This is an optimization exercise on Yosys and OpenROAD, whose aim is small area, a short achievable clock period and few clock cycles per item, not a production implementation. The RTL was checked by simulation tests, not by an equivalence proof against the original design. No activity file was given, so power comes from the tool's default toggle rates.

--- design/flow/run.sh ---
#!/bin/bash
# synth_recipe.tcl (not shown) runs the flow's synth.tcl, then flattens the netlist and writes it again
# the make line also repeats each setting of config.mk as NAME=value (left out here)
make -C /OpenROAD-flow-scripts/flow DESIGN_CONFIG=/design/flow/config.mk WORK_HOME=/design/flow/orfs CLKGATE_MAP_FILE= SYNTH_SCRIPT=/design/flow/synth_recipe.tcl finish
--- design/flow/config.mk ---
export PLATFORM = sky130hd
export DESIGN_NAME = CNC
export DESIGN_NICKNAME = CNC
export VERILOG_FILES = /design/flow/design.v
export SDC_FILE = /design/flow/constraint.sdc
export NUM_CORES = 4
export LEC_CHECK = 0
export CAP_MARGIN = 20
export CORE_MARGIN = 2
export CORE_UTILIZATION = 65
export SETUP_SLACK_MARGIN = 1.5
export SLEW_MARGIN = 20
--- design/flow/constraint.sdc ---
create_clock -name core_clock -period 7.5 [get_ports {clk}]
set_input_delay 1.5000 -clock core_clock [delete_from_list [all_inputs] [get_ports {clk}]]
set_output_delay 1.5000 -clock core_clock [all_outputs]
set_load 0.01 [all_outputs]
--- design/flow/design.v ---
module CNC(
    clk,
    rst_n,
    IN_VALID,
    MODE,
    IN,
    OUT_VALID,
    OUT
    );
input           clk, rst_n, IN_VALID;
input   [ 1:0]  MODE;
input   [ 7:0]  IN;
output          OUT_VALID;
output  [16:0]  OUT;
reg        OUT_VALID;
reg [16:0] OUT;
reg p1, p2, p3, p4;
reg mul, sub;
reg [8:0]  X;      
reg [8:0]  AB;     
reg [8:0]  S;      
reg [15:0] P;      
wire busy = p1 | p2 | p3;
wire [8:0] in_s = {IN[7], IN};
wire [8:0]  Y  = p4 ? S : in_s;
wire        g  = p4 & mul;                       
wire        z  = (p2 & mul) | (p4 & !mul);       
wire [16:0] A1 = !(busy | p4) ? {{8{IN[7]}}, in_s} : (z ? 17'd0 : OUT);
    wire pp0_0 = X[0] & Y[0];
    wire pp0_1 = X[0] & Y[1];
    wire pp0_2 = X[0] & Y[2];
    wire pp0_3 = X[0] & Y[3];
    wire pp0_4 = X[0] & Y[4];
    wire pp0_5 = X[0] & Y[5];
    wire pp0_6 = X[0] & Y[6];
    wire pp0_7 = X[0] & Y[7];
    wire pp0_8 = ~(X[0] & Y[8]);
    wire pp1_0 = X[1] & Y[0];
    wire pp1_1 = X[1] & Y[1];
    wire pp1_2 = X[1] & Y[2];
    wire pp1_3 = X[1] & Y[3];
    wire pp1_4 = X[1] & Y[4];
    wire pp1_5 = X[1] & Y[5];
    wire pp1_6 = X[1] & Y[6];
    wire pp1_7 = X[1] & Y[7];
    wire pp1_8 = ~(X[1] & Y[8]);
    wire pp2_0 = X[2] & Y[0];
    wire pp2_1 = X[2] & Y[1];
    wire pp2_2 = X[2] & Y[2];
    wire pp2_3 = X[2] & Y[3];
    wire pp2_4 = X[2] & Y[4];
    wire pp2_5 = X[2] & Y[5];
    wire pp2_6 = X[2] & Y[6];
    wire pp2_7 = X[2] & Y[7];
    wire pp2_8 = ~(X[2] & Y[8]);
    wire pp3_0 = X[3] & Y[0];
    wire pp3_1 = X[3] & Y[1];
    wire pp3_2 = X[3] & Y[2];
    wire pp3_3 = X[3] & Y[3];
    wire pp3_4 = X[3] & Y[4];
    wire pp3_5 = X[3] & Y[5];
    wire pp3_6 = X[3] & Y[6];
    wire pp3_7 = X[3] & Y[7];
    wire pp3_8 = ~(X[3] & Y[8]);
    wire pp4_0 = X[4] & Y[0];
    wire pp4_1 = X[4] & Y[1];
    wire pp4_2 = X[4] & Y[2];
    wire pp4_3 = X[4] & Y[3];
    wire pp4_4 = X[4] & Y[4];
    wire pp4_5 = X[4] & Y[5];
    wire pp4_6 = X[4] & Y[6];
    wire pp4_7 = X[4] & Y[7];
    wire pp4_8 = ~(X[4] & Y[8]);
    wire pp5_0 = X[5] & Y[0];
    wire pp5_1 = X[5] & Y[1];
    wire pp5_2 = X[5] & Y[2];
    wire pp5_3 = X[5] & Y[3];
    wire pp5_4 = X[5] & Y[4];
    wire pp5_5 = X[5] & Y[5];
    wire pp5_6 = X[5] & Y[6];
    wire pp5_7 = X[5] & Y[7];
    wire pp5_8 = ~(X[5] & Y[8]);
    wire pp6_0 = X[6] & Y[0];
    wire pp6_1 = X[6] & Y[1];
    wire pp6_2 = X[6] & Y[2];
    wire pp6_3 = X[6] & Y[3];
    wire pp6_4 = X[6] & Y[4];
    wire pp6_5 = X[6] & Y[5];
    wire pp6_6 = X[6] & Y[6];
    wire pp6_7 = X[6] & Y[7];
    wire pp6_8 = ~(X[6] & Y[8]);
    wire pp7_0 = X[7] & Y[0];
    wire pp7_1 = X[7] & Y[1];
    wire pp7_2 = X[7] & Y[2];
    wire pp7_3 = X[7] & Y[3];
    wire pp7_4 = X[7] & Y[4];
    wire pp7_5 = X[7] & Y[5];
    wire pp7_6 = X[7] & Y[6];
    wire pp7_7 = X[7] & Y[7];
    wire pp7_8 = ~(X[7] & Y[8]);
    wire pp8_0 = ~(X[8] & Y[0]);
    wire pp8_1 = ~(X[8] & Y[1]);
    wire pp8_2 = ~(X[8] & Y[2]);
    wire pp8_3 = ~(X[8] & Y[3]);
    wire pp8_4 = ~(X[8] & Y[4]);
    wire pp8_5 = ~(X[8] & Y[5]);
    wire pp8_6 = ~(X[8] & Y[6]);
    wire pp8_7 = ~(X[8] & Y[7]);
    wire pp8_8 = X[8] & Y[8];
    wire a2_1 = g & ~P[0];
    wire a2_2 = g & ~P[1];
    wire a2_3 = g & ~P[2];
    wire a2_4 = g & ~P[3];
    wire a2_5 = g & ~P[4];
    wire a2_6 = g & ~P[5];
    wire a2_7 = g & ~P[6];
    wire a2_8 = g & ~P[7];
    wire a2_9 = g & ~P[8];
    wire a2_10 = g & ~P[9];
    wire a2_11 = g & ~P[10];
    wire a2_12 = g & ~P[11];
    wire a2_13 = g & ~P[12];
    wire a2_14 = g & ~P[13];
    wire a2_15 = g & ~P[14];
    wire a2_16 = g & ~P[15];
    wire ts0 = A1[7] ^ a2_7;
    wire tc0 = A1[7] & a2_7;
    wire ts1 = A1[8] ^ a2_8 ^ pp0_8;
    wire tc1 = (A1[8] & a2_8) | (A1[8] & pp0_8) | (a2_8 & pp0_8);
    wire ts2 = pp1_7 ^ pp2_6;
    wire tc2 = pp1_7 & pp2_6;
    wire ts3 = 1'b1 ^ A1[9] ^ a2_9;
    wire tc3 = (1'b1 & A1[9]) | (1'b1 & a2_9) | (A1[9] & a2_9);
    wire ts4 = pp1_8 ^ pp2_7 ^ pp3_6;
    wire tc4 = (pp1_8 & pp2_7) | (pp1_8 & pp3_6) | (pp2_7 & pp3_6);
    wire ts5 = A1[10] ^ a2_10 ^ pp2_8;
    wire tc5 = (A1[10] & a2_10) | (A1[10] & pp2_8) | (a2_10 & pp2_8);
    wire ts6 = A1[4] ^ a2_4;
    wire tc6 = A1[4] & a2_4;
    wire ts7 = A1[5] ^ a2_5 ^ pp0_5;
    wire tc7 = (A1[5] & a2_5) | (A1[5] & pp0_5) | (a2_5 & pp0_5);
    wire ts8 = pp1_4 ^ pp2_3;
    wire tc8 = pp1_4 & pp2_3;
    wire ts9 = A1[6] ^ a2_6 ^ pp0_6;
    wire tc9 = (A1[6] & a2_6) | (A1[6] & pp0_6) | (a2_6 & pp0_6);
    wire ts10 = pp1_5 ^ pp2_4 ^ pp3_3;
    wire tc10 = (pp1_5 & pp2_4) | (pp1_5 & pp3_3) | (pp2_4 & pp3_3);
    wire ts11 = pp4_2 ^ pp5_1;
    wire tc11 = pp4_2 & pp5_1;
    wire ts12 = ts0 ^ pp0_7 ^ pp1_6;
    wire tc12 = (ts0 & pp0_7) | (ts0 & pp1_6) | (pp0_7 & pp1_6);
    wire ts13 = pp2_5 ^ pp3_4 ^ pp4_3;
    wire tc13 = (pp2_5 & pp3_4) | (pp2_5 & pp4_3) | (pp3_4 & pp4_3);
    wire ts14 = pp5_2 ^ pp6_1 ^ pp7_0;
    wire tc14 = (pp5_2 & pp6_1) | (pp5_2 & pp7_0) | (pp6_1 & pp7_0);
    wire ts15 = tc0 ^ pp3_5 ^ pp4_4;
    wire tc15 = (tc0 & pp3_5) | (tc0 & pp4_4) | (pp3_5 & pp4_4);
    wire ts16 = pp5_3 ^ pp6_2 ^ pp7_1;
    wire tc16 = (pp5_3 & pp6_2) | (pp5_3 & pp7_1) | (pp6_2 & pp7_1);
    wire ts17 = pp8_0 ^ ts2 ^ ts1;
    wire tc17 = (pp8_0 & ts2) | (pp8_0 & ts1) | (ts2 & ts1);
    wire ts18 = ts3 ^ pp4_5 ^ pp5_4;
    wire tc18 = (ts3 & pp4_5) | (ts3 & pp5_4) | (pp4_5 & pp5_4);
    wire ts19 = pp6_3 ^ pp7_2 ^ pp8_1;
    wire tc19 = (pp6_3 & pp7_2) | (pp6_3 & pp8_1) | (pp7_2 & pp8_1);
    wire ts20 = tc2 ^ tc1 ^ ts4;
    wire tc20 = (tc2 & tc1) | (tc2 & ts4) | (tc1 & ts4);
    wire ts21 = tc3 ^ pp3_7 ^ pp4_6;
    wire tc21 = (tc3 & pp3_7) | (tc3 & pp4_6) | (pp3_7 & pp4_6);
    wire ts22 = pp5_5 ^ pp6_4 ^ pp7_3;
    wire tc22 = (pp5_5 & pp6_4) | (pp5_5 & pp7_3) | (pp6_4 & pp7_3);
    wire ts23 = pp8_2 ^ tc4 ^ ts5;
    wire tc23 = (pp8_2 & tc4) | (pp8_2 & ts5) | (tc4 & ts5);
    wire ts24 = A1[11] ^ a2_11 ^ pp3_8;
    wire tc24 = (A1[11] & a2_11) | (A1[11] & pp3_8) | (a2_11 & pp3_8);
    wire ts25 = pp4_7 ^ pp5_6 ^ pp6_5;
    wire tc25 = (pp4_7 & pp5_6) | (pp4_7 & pp6_5) | (pp5_6 & pp6_5);
    wire ts26 = pp7_4 ^ pp8_3 ^ tc5;
    wire tc26 = (pp7_4 & pp8_3) | (pp7_4 & tc5) | (pp8_3 & tc5);
    wire ts27 = A1[12] ^ a2_12 ^ pp4_8;
    wire tc27 = (A1[12] & a2_12) | (A1[12] & pp4_8) | (a2_12 & pp4_8);
    wire ts28 = pp5_7 ^ pp6_6 ^ pp7_5;
    wire tc28 = (pp5_7 & pp6_6) | (pp5_7 & pp7_5) | (pp6_6 & pp7_5);
    wire ts29 = A1[13] ^ a2_13 ^ pp5_8;
    wire tc29 = (A1[13] & a2_13) | (A1[13] & pp5_8) | (a2_13 & pp5_8);
    wire ts30 = A1[1] ^ a2_1;
    wire tc30 = A1[1] & a2_1;
    wire ts31 = A1[2] ^ a2_2 ^ pp0_2;
    wire tc31 = (A1[2] & a2_2) | (A1[2] & pp0_2) | (a2_2 & pp0_2);
    wire ts32 = A1[3] ^ a2_3 ^ pp0_3;
    wire tc32 = (A1[3] & a2_3) | (A1[3] & pp0_3) | (a2_3 & pp0_3);
    wire ts33 = pp1_2 ^ pp2_1;
    wire tc33 = pp1_2 & pp2_1;
    wire ts34 = ts6 ^ pp0_4 ^ pp1_3;
    wire tc34 = (ts6 & pp0_4) | (ts6 & pp1_3) | (pp0_4 & pp1_3);
    wire ts35 = pp2_2 ^ pp3_1 ^ pp4_0;
    wire tc35 = (pp2_2 & pp3_1) | (pp2_2 & pp4_0) | (pp3_1 & pp4_0);
    wire ts36 = tc6 ^ pp3_2 ^ pp4_1;
    wire tc36 = (tc6 & pp3_2) | (tc6 & pp4_1) | (pp3_2 & pp4_1);
    wire ts37 = pp5_0 ^ ts8 ^ ts7;
    wire tc37 = (pp5_0 & ts8) | (pp5_0 & ts7) | (ts8 & ts7);
    wire ts38 = pp6_0 ^ tc8 ^ ts11;
    wire tc38 = (pp6_0 & tc8) | (pp6_0 & ts11) | (tc8 & ts11);
    wire ts39 = tc7 ^ ts9 ^ ts10;
    wire tc39 = (tc7 & ts9) | (tc7 & ts10) | (ts9 & ts10);
    wire ts40 = tc11 ^ tc9 ^ tc10;
    wire tc40 = (tc11 & tc9) | (tc11 & tc10) | (tc9 & tc10);
    wire ts41 = ts12 ^ ts13 ^ ts14;
    wire tc41 = (ts12 & ts13) | (ts12 & ts14) | (ts13 & ts14);
    wire ts42 = tc12 ^ tc13 ^ tc14;
    wire tc42 = (tc12 & tc13) | (tc12 & tc14) | (tc13 & tc14);
    wire ts43 = ts15 ^ ts16 ^ ts17;
    wire tc43 = (ts15 & ts16) | (ts15 & ts17) | (ts16 & ts17);
    wire ts44 = tc15 ^ tc16 ^ ts18;
    wire tc44 = (tc15 & tc16) | (tc15 & ts18) | (tc16 & ts18);
    wire ts45 = ts19 ^ tc17 ^ ts20;
    wire tc45 = (ts19 & tc17) | (ts19 & ts20) | (tc17 & ts20);
    wire ts46 = tc18 ^ tc19 ^ ts21;
    wire tc46 = (tc18 & tc19) | (tc18 & ts21) | (tc19 & ts21);
    wire ts47 = ts22 ^ tc20 ^ ts23;
    wire tc47 = (ts22 & tc20) | (ts22 & ts23) | (tc20 & ts23);
    wire ts48 = tc21 ^ tc22 ^ ts24;
    wire tc48 = (tc21 & tc22) | (tc21 & ts24) | (tc22 & ts24);
    wire ts49 = ts25 ^ tc23 ^ ts26;
    wire tc49 = (ts25 & tc23) | (ts25 & ts26) | (tc23 & ts26);
    wire ts50 = pp8_4 ^ tc24 ^ tc25;
    wire tc50 = (pp8_4 & tc24) | (pp8_4 & tc25) | (tc24 & tc25);
    wire ts51 = ts27 ^ ts28 ^ tc26;
    wire tc51 = (ts27 & ts28) | (ts27 & tc26) | (ts28 & tc26);
    wire ts52 = pp6_7 ^ pp7_6 ^ pp8_5;
    wire tc52 = (pp6_7 & pp7_6) | (pp6_7 & pp8_5) | (pp7_6 & pp8_5);
    wire ts53 = tc27 ^ tc28 ^ ts29;
    wire tc53 = (tc27 & tc28) | (tc27 & ts29) | (tc28 & ts29);
    wire ts54 = A1[14] ^ a2_14 ^ pp6_8;
    wire tc54 = (A1[14] & a2_14) | (A1[14] & pp6_8) | (a2_14 & pp6_8);
    wire ts55 = pp7_7 ^ pp8_6 ^ tc29;
    wire tc55 = (pp7_7 & pp8_6) | (pp7_7 & tc29) | (pp8_6 & tc29);
    wire ts56 = A1[15] ^ a2_15 ^ pp7_8;
    wire tc56 = (A1[15] & a2_15) | (A1[15] & pp7_8) | (a2_15 & pp7_8);
    wire ts57 = g ^ ts30;
    wire tc57 = g & ts30;
    wire ts58 = tc30 ^ pp1_1 ^ pp2_0;
    wire tc58 = (tc30 & pp1_1) | (tc30 & pp2_0) | (pp1_1 & pp2_0);
    wire ts59 = pp3_0 ^ ts33 ^ tc31;
    wire tc59 = (pp3_0 & ts33) | (pp3_0 & tc31) | (ts33 & tc31);
    wire ts60 = tc33 ^ tc32 ^ ts34;
    wire tc60 = (tc33 & tc32) | (tc33 & ts34) | (tc32 & ts34);
    wire ts61 = tc34 ^ tc35 ^ ts36;
    wire tc61 = (tc34 & tc35) | (tc34 & ts36) | (tc35 & ts36);
    wire ts62 = tc36 ^ ts38 ^ tc37;
    wire tc62 = (tc36 & ts38) | (tc36 & tc37) | (ts38 & tc37);
    wire ts63 = tc38 ^ tc39 ^ ts40;
    wire tc63 = (tc38 & tc39) | (tc38 & ts40) | (tc39 & ts40);
    wire ts64 = tc40 ^ tc41 ^ ts42;
    wire tc64 = (tc40 & tc41) | (tc40 & ts42) | (tc41 & ts42);
    wire ts65 = tc42 ^ ts44 ^ tc43;
    wire tc65 = (tc42 & ts44) | (tc42 & tc43) | (ts44 & tc43);
    wire ts66 = tc44 ^ ts46 ^ tc45;
    wire tc66 = (tc44 & ts46) | (tc44 & tc45) | (ts46 & tc45);
    wire ts67 = tc46 ^ ts48 ^ tc47;
    wire tc67 = (tc46 & ts48) | (tc46 & tc47) | (ts48 & tc47);
    wire ts68 = tc48 ^ ts50 ^ tc49;
    wire tc68 = (tc48 & ts50) | (tc48 & tc49) | (ts50 & tc49);
    wire ts69 = ts52 ^ tc50 ^ ts53;
    wire tc69 = (ts52 & tc50) | (ts52 & ts53) | (tc50 & ts53);
    wire ts70 = tc52 ^ ts54 ^ tc53;
    wire tc70 = (tc52 & ts54) | (tc52 & tc53) | (ts54 & tc53);
    wire ts71 = pp8_7 ^ tc54 ^ ts56;
    wire tc71 = (pp8_7 & tc54) | (pp8_7 & ts56) | (tc54 & ts56);
    wire ts72 = A1[16] ^ a2_16 ^ pp8_8;
    wire tc72 = (A1[16] & a2_16) | (A1[16] & pp8_8) | (a2_16 & pp8_8);
    wire ts73 = ts57 ^ pp0_1;
    wire tc73 = ts57 & pp0_1;
    wire ts74 = tc57 ^ ts58 ^ ts31;
    wire tc74 = (tc57 & ts58) | (tc57 & ts31) | (ts58 & ts31);
    wire ts75 = tc58 ^ ts32 ^ ts59;
    wire tc75 = (tc58 & ts32) | (tc58 & ts59) | (ts32 & ts59);
    wire ts76 = ts35 ^ tc59 ^ ts60;
    wire tc76 = (ts35 & tc59) | (ts35 & ts60) | (tc59 & ts60);
    wire ts77 = tc60 ^ ts61 ^ ts37;
    wire tc77 = (tc60 & ts61) | (tc60 & ts37) | (ts61 & ts37);
    wire ts78 = tc61 ^ ts39 ^ ts62;
    wire tc78 = (tc61 & ts39) | (tc61 & ts62) | (ts39 & ts62);
    wire ts79 = ts41 ^ tc62 ^ ts63;
    wire tc79 = (ts41 & tc62) | (ts41 & ts63) | (tc62 & ts63);
    wire ts80 = tc63 ^ ts64 ^ ts43;
    wire tc80 = (tc63 & ts64) | (tc63 & ts43) | (ts64 & ts43);
    wire ts81 = tc64 ^ ts45 ^ ts65;
    wire tc81 = (tc64 & ts45) | (tc64 & ts65) | (ts45 & ts65);
    wire ts82 = ts47 ^ tc65 ^ ts66;
    wire tc82 = (ts47 & tc65) | (ts47 & ts66) | (tc65 & ts66);
    wire ts83 = ts49 ^ tc66 ^ ts67;
    wire tc83 = (ts49 & tc66) | (ts49 & ts67) | (tc66 & ts67);
    wire ts84 = ts51 ^ tc67 ^ ts68;
    wire tc84 = (ts51 & tc67) | (ts51 & ts68) | (tc67 & ts68);
    wire ts85 = tc51 ^ ts69 ^ tc68;
    wire tc85 = (tc51 & ts69) | (tc51 & tc68) | (ts69 & tc68);
    wire ts86 = ts55 ^ tc69 ^ ts70;
    wire tc86 = (ts55 & tc69) | (ts55 & ts70) | (tc69 & ts70);
    wire ts87 = tc55 ^ ts71 ^ tc70;
    wire tc87 = (tc55 & ts71) | (tc55 & tc70) | (ts71 & tc70);
    wire ts88 = tc56 ^ ts72 ^ tc71;
    wire tc88 = (tc56 & ts72) | (tc56 & tc71) | (ts72 & tc71);
    wire [16:0] R0 = {ts88, tc86, ts86, tc84, tc83, tc82, tc81, tc80, tc79, tc78, tc77, tc76, tc75, tc74, tc73, pp1_0, A1[0]};
    wire [16:0] R1 = {tc87, ts87, tc85, ts85, ts84, ts83, ts82, ts81, ts80, ts79, ts78, ts77, ts76, ts75, ts74, ts73, pp0_0};
    wire [16:0] M = R0 + R1;
always @(posedge clk) begin
    OUT <= M;
    if (p3) P <= OUT[15:0];
    if (rst_n & p1)      X <= mul ? OUT[8:0] : (sub ? 9'h1ff : 9'h001);
    else if (rst_n & p2) X <= mul ? X - AB : 9'h000;
    else if (rst_n & p3) X <= mul ? AB : 9'h001;
    else                 X <= 9'h000;
    if (p1) AB <= OUT[8:0] + in_s;
    if (p1 | (p2 & mul)) S <= in_s;
    else if (p3)         S <= sub ? S - in_s : S + in_s;
end
always @(posedge clk) begin
    if (!busy) begin
        mul <= MODE[1];
        sub <= MODE[0];
    end
end
always @(posedge clk) begin
    if (!rst_n) begin
        p1 <= 1'b0; p2 <= 1'b0; p3 <= 1'b0; p4 <= 1'b0;
        OUT_VALID <= 1'b0;
    end else begin
        p1 <= IN_VALID & !busy;
        p2 <= p1;
        p3 <= p2;
        p4 <= p3;
        OUT_VALID <= p3 | p4;
    end
end
endmodule
==> run_results.csv, run 1 <==
group,metric,value,unit
synth,synth-edff-count,36,
synth,synthCells,734,
floorplan,die_area,11500,um2
critical_path,crit_type,"in -> reg",
cells_and_area,regArea,1700,um2
cells_and_area,fin_util,0.740,
critical_path,cp.required,7770,ps
timing,finalHoldViolations,0,
timing,slew-limit-headroom,0.505,
cells_and_area,nets,909,
grt,track_usage,0.321,
cells_and_area,multiInputGateArea,4810,um2
synth,synth.most_common_cell,"inv_1",
timing,rsz0062_at_grt,"false",
timing,setup_viol,0,
drt,drt_wl_total,17000,um
cts,clockBufferDepth,2,
pwr,power_density,300,nW/um2
timing,worstMarginPinSlew,743,ps
synth,ys.warnings.count,1,
synth,synthDistinctLibCells,53,
synth,syn_area_per_cell,9.44,um2
drt,drc,0,
cells_and_area,drive_gt1_frac,0.0559,
cells_and_area,final_area,7640,um2
critical_path,cp_max_fo,9,
timing,min_period,5730,ps
synth,ys_seq_area_frac,0.245,
cells_and_area,syn_to_final_growth,10.2,%
floorplan,row_count,37,
grt,antenna_found_initial,0,
drt,antenna_left,0,
timing,finClkSkew,11.0,ps
timing,hold_slack,545,ps
synth,synthArstFlopShare,0,
cts,cts_sinks,67,
synth,yosysTopAreaCell,"fa_1",
place,dpl-instance-area,7370,um2
timing,timing.fmax,174,MHz
job,maxCapViolations,0,
critical_path,r2r-start,"mul",
cells_and_area,n_antenna_cell,0,
grt,grt-ovfl-total,0,
floorplan,core-area,10300,um2
critical_path,r2r_slack,1770,ps
drt,dr.pass1.iters,6,
cts,clk_latency,380,ps
floorplan,die_x,107,um
place,gp_congestion,0.854,
status,status,"finished clean",
floorplan,ios,31,
synth,synth_top_area_share,0.234,
cts,cts_tree,"built",
min_path,hp-class,"reg -> reg",
critical_path,crit_path_end_kind,"flop",
cts,cts.clk_slew.worst_paths,80,ps
pwr,p_leak,3.37,nW
grt,grt_max_degree,24,
drt,dr.first_iter.drc_count,308,
cts,hold_buffers,0,
grt,grt_pass1_wl,27700,um
cts,h-tree-depth,3,
synth,yosys_most_used_dff,"edfxtp_1",
timing,slew_violations,0,
min_path,hp-start,"OUT[13]",
critical_path,cp-startpoint,"IN[2]",
pwr,irDropWorstVdd,261,uV
timing,tns,0,ps
critical_path,critPathLaunchType,"primary input",
synth,synth_common_cells,"113 x inv_1, 81 x fa_1, 53 x nand2_1",
synth,synth.top_cells.by_area,"fa_1 23%, edfxtp_1 16%, ha_1 9.2%",
place,numPortBuffers,30,
synth,syn-num-nets,879,
synth,synth_seq_cells,67,
drt,vias_per_cell,5.88,
drt,wl_per_cell,18.8,um
grt,grt_pass1_vias,5596,
floorplan,die-height,107,um
cts,cts_root_buffer,"clkbuf_8",
critical_path,arrival,6000,ps
cells_and_area,num-fill-cells,773,
timing,period_share,0.764,
synth,synth_area,6930,um2
cts,numCtsBuffers,9,
floorplan,start_util,0.671,
pwr,power,2.29,mW
drt,vias,5325,
place,hpwl,13200,um
-- sequential cells by signal (all words and copies together) (netlist names) --
register,cells
AB,9
OUT,17
OUT_VALID,1
P,16
S,9
X,9
mul,1
p1,1
p2,1
p3,1
p4,1
sub,1
-- layout by cell type (no fill, tap or decap), drive strengths merged, types with 4 or more instances in the layout --
cell and instances:
dfxtp 31, nand2 53, inv 113, o21ai 29, nand2b 12, and3 5
nand4 4, nand3 6, mux2i 8, o31ai 4, a211oi 5, ha 51
nor2b 45, xnor2 35, a22o 5, fa 81, and2 24, xor2 7
edfxtp 36, clkdlybuf4s50 26, o211ai 7, or2 5, clkbuf 11, nor3 17
nor2 40, a21o 12, o21a 9, buf 6, a21oi 36
-- final cells by class --
cell class / count / area share
inverter: 113 / 0.0555
sequential: 67 / 0.223
clock inverter: 6 / 0.00737
timing repair buffer: 36 / 0.0455
tap: 136 / 0.0223
multi-input combinational: 537 / 0.630
clock buffer: 10 / 0.0167
-- what timing repair did --
item | CTS | global route
endpoints found under the setup margin | 5 | 6
buffers inserted | 0 | 0
gates cloned | 0 | 0
gates resized for setup | 6 | 16
-- critical path, cell delays in order --
cell and delay (ps):
clkdlybuf4s50_1 610, mux2i_4 440, nor2b_1 130, fa_1 550, inv_1 50, fa_1 380, fa_1 510, inv_1 50
fa_1 450, ha_1 380, a21oi_1 190, nor2b_1 90, o31ai_2 260, nand3b_1 120, a211oi_1 240, nor2_1 50
-- cell families (layout without fill, tap and decap cells) --
family,Yosys count,after routing,synth area share
simple gates,223,223,0.166
fa+ha+maj,132,132,0.326
compound gates,130,130,0.123
buf+inv,130,165,0.0717
flops,67,67,0.245
xor+xnor,42,42,0.0531
mux,10,10,0.0148
-- routing by layer --
metal,global-route usage,share of wire,vias up
met3,0.0599,0.071,33
met1,0.432,0.44,2609
li1,-,-,2487
met5,0,0,-
met2,0.520,0.47,196
met4,0.122,0.021,0
-- metrics by stage --
stage,setup WS (ps),cells
3_5_place_dp,749,889
3_3_place_gp,884,889
4_1_cts,1500,905
2_1_floorplan,1630,734
6_report,1770,905
5_1_grt,1490,905
-- worst paths after layout --
check / end / cells past startpoint
min: P[13] / 0
max reg2reg: OUT[16] / 20
max: OUT[13] / 16
min reg2reg: P[13] / 0
-- where the power goes --
group          internal [mW]  switching (mW)  total (mW)
Combinational          0.633           0.720        1.35
Clock                  0.150           0.162       0.312
Sequential             0.504           0.124       0.628
Testbench counts, summed over its fixed seeds: cycles 6,008, items 1,200.
==> inputs of run 2 (changes only) <==
--- a/design/flow/config.mk
+++ b/design/flow/config.mk
@@ -7,6 +7,6 @@
 export LEC_CHECK = 0
 export CAP_MARGIN = 20
 export CORE_MARGIN = 2
-export CORE_UTILIZATION = 65
+export CORE_UTILIZATION = 40
 export SETUP_SLACK_MARGIN = 1.5
 export SLEW_MARGIN = 20
==> run_results.csv, run 2 <==
group,metric,value,unit
status,status,"finished clean",
cts,cts.clk_slew.worst_paths,60,ps
drt,drc,0,
critical_path,cp.required,7730,ps
synth,ys_seq_area_frac,0.245,
timing,setup_viol,0,
timing,slew_violations,0,
cells_and_area,drive_gt1_frac,0.0622,
drt,vias,5339,
cells_and_area,nets,912,
floorplan,row_count,48,
floorplan,ios,31,
cells_and_area,num-fill-cells,1623,
floorplan,die_x,136,um
cts,numCtsBuffers,9,
timing,timing.fmax,172,MHz
cts,cts_tree,"built",
job,maxCapViolations,0,
synth,synthCells,734,
place,numPortBuffers,30,
timing,finClkSkew,14.9,ps
critical_path,crit_path_end_kind,"flop",
cells_and_area,final_cell_mix,"113 x inv_1, 81 x fa_1, 53 x nand2_1, 50 x ha_1, 45 x nor2b_1",
floorplan,die_area,18400,um2
timing,finalHoldViolations,0,
min_path,hp-class,"reg -> reg",
synth,synth.most_common_cell,"inv_1",
synth,ys.warnings.count,1,
critical_path,arrival,6040,ps
drt,drt_wl_total,18000,um
cts,cts_root_buffer,"clkbuf_16",
pwr,irDropWorstVdd,181,uV
grt,grt-ovfl-total,0,
drt,dr.pass1.iters,6,
synth,yosysTopAreaCell,"fa_1",
timing,min_period,5810,ps
cts,clk_latency,350,ps
critical_path,r2r_slack,1930,ps
synth,synth_seq_cells,67,
cells_and_area,largestRegisters,"OUT: 17 flops, P: 16 flops",
pwr,power_density,310,nW/um2
synth,synthArstFlopShare,0,
place,placed_cells,979,
synth,synth.top_cells.by_area,"fa_1 23%, edfxtp_1 16%, ha_1 9.2%",
synth,synthDistinctLibCells,53,
cells_and_area,final_common_cell,"inv_1",
synth,syn-num-nets,879,
timing,tns,0,ps
timing,period_share,0.774,
critical_path,critPathLaunchType,"primary input",
cells_and_area,final_cells,997,
critical_path,cp_max_fo,9,
drt,antenna_left,0,
synth,syn_area_per_cell,9.44,um2
synth,synth-edff-count,36,
cells_and_area,n_antenna_cell,0,
grt,grt_pass1_wl,29100,um
cts,hold_buffers,0,
timing,rsz0062_at_grt,"false",
synth,synth_common_cells,"113 x inv_1, 81 x fa_1, 53 x nand2_1",
cells_and_area,largest_reg_flops,17,
cts,clockBufferDepth,2,
cells_and_area,largest-register,"OUT",
critical_path,crit_type,"in -> reg",
synth,synth_top_area_share,0.234,
timing,worstMarginPinSlew,723,ps
timing,slew-limit-headroom,0.514,
synth,yosys_most_used_dff,"edfxtp_1",
grt,grt_max_degree,24,
cts,h-tree-depth,3,
drt,vias_per_cell,5.36,
place,gp_congestion,0.862,
floorplan,start_util,0.405,
pwr,p_leak,3.43,nW
drt,wl_per_cell,18.1,um
drt,dr.first_iter.drc_count,387,
cts,cts_sinks,67,
place,hpwl,13800,um
grt,grt_pass1_vias,5629,
floorplan,core-area,17100,um2
synth,synth_area,6930,um2
grt,antenna_found_initial,0,
cells_and_area,syn_to_final_growth,13.5,%
grt,track_usage,0.208,
floorplan,die-height,136,um
==> run 2: cell count changes in the layout (fill, tap and decap cells not counted), moves of 2 or more <==
cell and delta:
clkinvlp_4 -2, clkbuf_16 +9, clkbuf_8 -8, clkinv_1 -2
buf_4 +3, dlymetal6s2s_1 -2
==> run 2: final cells by class <==
cell class / count / area [um2] / share of cell area
Clock buffer: 10 / 239 / 0.0304
Clock inverter: 6 / 62.6 / 0.00795
Inverter: 113 / 424 / 0.0539
Multi-Input combinational cell: 537 / 4790 / 0.609
Sequential cell: 67 / 1700 / 0.217
Tap cell: 225 / 282 / 0.0358
Timing Repair Buffer: 39 / 364 / 0.0463
==> run 2: cell families after synthesis <==
| family | Yosys count | synth area share |
|---|---|---|
| AND/OR/NAND/NOR | 223 | 0.166 |
| adder cells (fa/ha/maj) | 132 | 0.326 |
| AO/OA/AOI/OAI | 130 | 0.123 |
| buffers and inverters | 130 | 0.0717 |
| flip-flops | 67 | 0.245 |
| XOR/XNOR | 42 | 0.0531 |
| multiplexers | 10 | 0.0148 |
==> run 2: final timing paths <==
path,depth (start not counted),end,from
setup / recovery,15,OUT[16],IN[6]
hold / removal,0,P[9],OUT[9]
setup reg to reg,17,OUT[16],mul
hold reg to reg,0,P[9],OUT[9]
==> run 2: metal layers <==
metal,track usage,vias to the layer above,routed length [um]
met5,0,-,0
met4,0.0856,0,427
met3,0.0210,29,705
met2,0.352,124,8830
met1,0.274,2695,8070
li1,-,2491,-
==> run 2: timing repair <==
item,in CTS,in global routing
buffers inserted,0,2
pin swaps,0,0
endpoints found under the setup margin,7,4
gates cloned,0,0
resized for setup,10,10
==> run 2: power by group <==
group	switching [mW]	internal, mW	total (mW)
clock	0.186	0.267	0.453
sequential	0.125	0.504	0.630
combinational	0.723	0.636	1.36
total	1.03	1.41	2.44
==> run 2: per-stage QoR <==
stage,worst slack (ps),hold slack [ps],power [mW],instance area [um2],utilization
floorplan,1630,500,1.55,6930,-
global placement,796,530,1.90,7490,0.438
detailed placement,680,521,1.95,7490,0.438
CTS,1520,535,2.43,7820,0.457
global route,1470,544,2.64,7870,0.460
finish,1690,545,2.44,7870,0.460
==> run 2: critical path, stage by stage <==
cell	delay (ps)
dlygate4sd2_1	350
mux2_4	390
and2_1	190
fa_1	490
fa_1	440
fa_1	430
fa_1	530
fa_1	420
ha_1	380
nand4_1	140
a21oi_1	190
a21oi_2	100
a21oi_2	210
a31oi_1	130
xnor2_1	140
==> inputs of run 3 (changes only) <==
--- a/design/flow/config.mk
+++ b/design/flow/config.mk
@@ -8,5 +8,4 @@
 export CAP_MARGIN = 20
 export CORE_MARGIN = 2
 export CORE_UTILIZATION = 40
-export SETUP_SLACK_MARGIN = 1.5
 export SLEW_MARGIN = 20
==> run_results.csv, run 3 <==
group,metric,value,unit
cts,h-tree-depth,3,
place,pre_cts_ws,680,ps
floorplan,ios,31,
cts,clockBufferDepth,2,
job,maxCapViolations,0,
timing,min_period,6490,ps
timing,finClkSkew,8.13,ps
synth,synth_top_area_share,0.234,
synth,syn_area_per_cell,9.44,um2
cells_and_area,nets,910,
cts,cts.clk_slew.worst_paths,60,ps
floorplan,die-height,136,um
pwr,p_leak,3.40,nW
grt,antenna_found_initial,0,
floorplan,core-area,17100,um2
drt,vias,5278,
timing,finalHoldViolations,0,
place,hpwl,13800,um
timing,tns,0,ps
synth,synth.top_cells.by_area,"fa_1 23%, edfxtp_1 16%, ha_1 9.2%",
critical_path,crit_type,"in -> reg",
critical_path,crit_path_end_kind,"flop",
status,status,"finished clean",
drt,drc,0,
cells_and_area,multiInputGateArea,4740,um2
cells_and_area,drive_gt1_frac,0.0455,
drt,antenna_left,0,
critical_path,cp.required,7730,ps
cts,cts_resized,0,
cts,hold_buffers,0,
cts,numCtsBuffers,9,
synth,synth-edff-count,36,
grt,grt-ovfl-total,0,
place,dpl-instance-area,7490,um2
cts,clk_latency,350,ps
place,gp_congestion,0.862,
synth,synthArstFlopShare,0,
floorplan,die_area,18400,um2
cells_and_area,final_area,7800,um2
drt,wl_per_cell,17.9,um
timing,slew_violations,0,
cells_and_area,final_common_cell,"inv_1",
critical_path,cp_max_fo,10,
timing,period_share,0.866,
pwr,irDropWorstVdd,177,uV
cells_and_area,largest_reg_flops,17,
cells_and_area,num-fill-cells,1627,
cts,cts_root_buffer,"clkbuf_16",
floorplan,row_count,48,
cts,cts_sinks,67,
critical_path,critPathLaunchType,"primary input",
timing,hold_slack,550,ps
synth,yosys_most_used_dff,"edfxtp_1",
synth,synthCells,734,
synth,ys.warnings.count,1,
synth,synth_common_cells,"113 x inv_1, 81 x fa_1, 53 x nand2_1",
timing,worst_slack,1010,ps
synth,synth_seq_cells,67,
synth,synthDistinctLibCells,53,
grt,grt_max_degree,24,
synth,ys_seq_area_frac,0.245,
drt,drt_wl_total,17800,um
synth,yosysTopAreaCell,"fa_1",
synth,synth_area,6930,um2
synth,synth.most_common_cell,"inv_1",
cells_and_area,n_antenna_cell,0,
pwr,power_density,308,nW/um2
cells_and_area,largestRegisters,"OUT: 17 flops, P: 16 flops",
critical_path,arrival,6730,ps
grt,grt_pass1_vias,5618,
synth,syn-num-nets,879,
place,placed_cells,979,
cells_and_area,final_cell_mix,"113 x inv_1, 81 x fa_1, 53 x nand2_1, 51 x ha_1, 45 x nor2b_1",
cts,postCtsSetupRepairBufs,0,
timing,rsz0062_at_grt,"false",
drt,dr.pass1.iters,4,
grt,grt_pass1_wl,29000,um
cells_and_area,regArea,1700,um2
grt,track_usage,0.208,
timing,timing.fmax,154,MHz
timing,worstMarginPinSlew,1060,ps
timing,setup_viol,0,
place,numPortBuffers,30,
cells_and_area,fin_util,0.456,
drt,vias_per_cell,5.30,
drt,dr.first_iter.drc_count,407,
pwr,power,2.40,mW
cts,cts_tree,"built",
min_path,hp-class,"reg -> reg",
cells_and_area,final_cells,995,
cells_and_area,largest-register,"OUT",
timing,slew-limit-headroom,0.270,
floorplan,start_util,0.405,
cells_and_area,syn_to_final_growth,12.5,%
floorplan,die_x,136,um
[run 3: cell count changes in the layout (fill, tap and decap cells not counted), sizes merged]
cell           change
clkbuf             -1
buf                -2
dlygate4sd2        -1
dlymetal6s2s       -1
clkdlybuf4s50      +3
[run 3: critical path, stage by stage]
cell,delay (ps)
clkdlybuf4s50_1,650
nor2b_1,210
and2_1,500
a21oi_1,100
ha_1,320
inv_1,60
fa_1,530
inv_1,50
fa_1,470
inv_1,50
fa_1,510
fa_1,410
ha_1,390
nand4_1,140
a21oi_1,140
a21oi_1,120
a21oi_1,280
a31oi_1,150
xnor2_1,140
[run 3: final timing paths]
check        startpoint       to  slack, ps  cells after the start
max reg2reg          p1  OUT[16]       1570                     19
max               IN[7]  OUT[16]       1010                     19
min reg2reg     OUT[12]    P[12]        550                      0
min             OUT[12]    P[12]        550                      0
[run 3: metal layers]
layer	wire length [um]	share of wire	GRT usage	up-vias
li1	-	-	-	2485
met1	8090	0.45	0.273	2669
met2	8700	0.49	0.351	100
met3	652	0.037	0.0210	24
met4	386	0.022	0.0856	0
met5	0	0	0	-
[run 3: kinds of logic after synthesis]
kind of cell             share of synthesized area
buffers and inverters                       0.0717
flip-flops                                   0.245
multiplexers                                0.0148
AO/OA/AOI/OAI                                0.123
AND/OR/NAND/NOR                              0.166
XOR/XNOR                                    0.0531
adder cells (fa/ha/maj)                      0.326
[run 3: area by class of cell]
type | instances | share of cell area
multi-input cells | 537 | 0.608
flip-flops and latches | 67 | 0.218
inverters | 113 | 0.0544
repair buffers | 37 | 0.0452
well taps | 225 | 0.0361
clock buffers | 10 | 0.0306
clock inverters | 6 | 0.00802
[run 3: report_power, final]
part / internal [mW] / switching (mW) / leakage (nW)
logic: 0.622 / 0.700 / 2.66
registers: 0.504 / 0.125 / 0.591
clock network: 0.267 / 0.184 / 0.151
total: 1.39 / 1.01 / 3.40

## static timing again, ports no longer ideal
The results above use ideal ports. As a check the final layouts listed here were re-extracted and re-timed, cells and wires unchanged. Step 1 (the two cells are an assumption about what drives the block):
set clk [get_ports {clk}]
set_driving_cell -lib_cell sky130_fd_sc_hd__clkbuf_16 $clk
set_driving_cell -lib_cell sky130_fd_sc_hd__buf_2 [delete_from_list [all_inputs] $clk]
Step 2 adds t to the input delays and takes it off the output delays; t is the mean of the earliest and latest rising clock arrival at the registers after step 1. Input paths then give back, and output paths get back, about the clock's delay inside the block. a / b / c = ideal ports / drivers / drivers and shift; a / b = the first two.
| run | shift t [ns] | slack for setup (ns) | hold slack, ns | worst data-port slew with drivers (ns) |
|---|---|---|---|---|
| run 1 | 0.411 | 1.767 / 1.770 / 1.368 | 0.545 / 0.545 / 0.545 | 0.04 |
| run 2 | 0.391 | 1.694 / 1.720 / 1.330 | 0.545 / 0.545 / 0.545 | 0.03 |
| run 3 | 0.387 | 1.006 / 1.026 / 0.640 | 0.550 / 0.550 / 0.550 | 0.03 |
After both steps setup and hold are still met in every run listed. For run 1, which loses most, drivers alone change the setup slack by +0.003 ns; drivers and shift together by -0.399 ns.
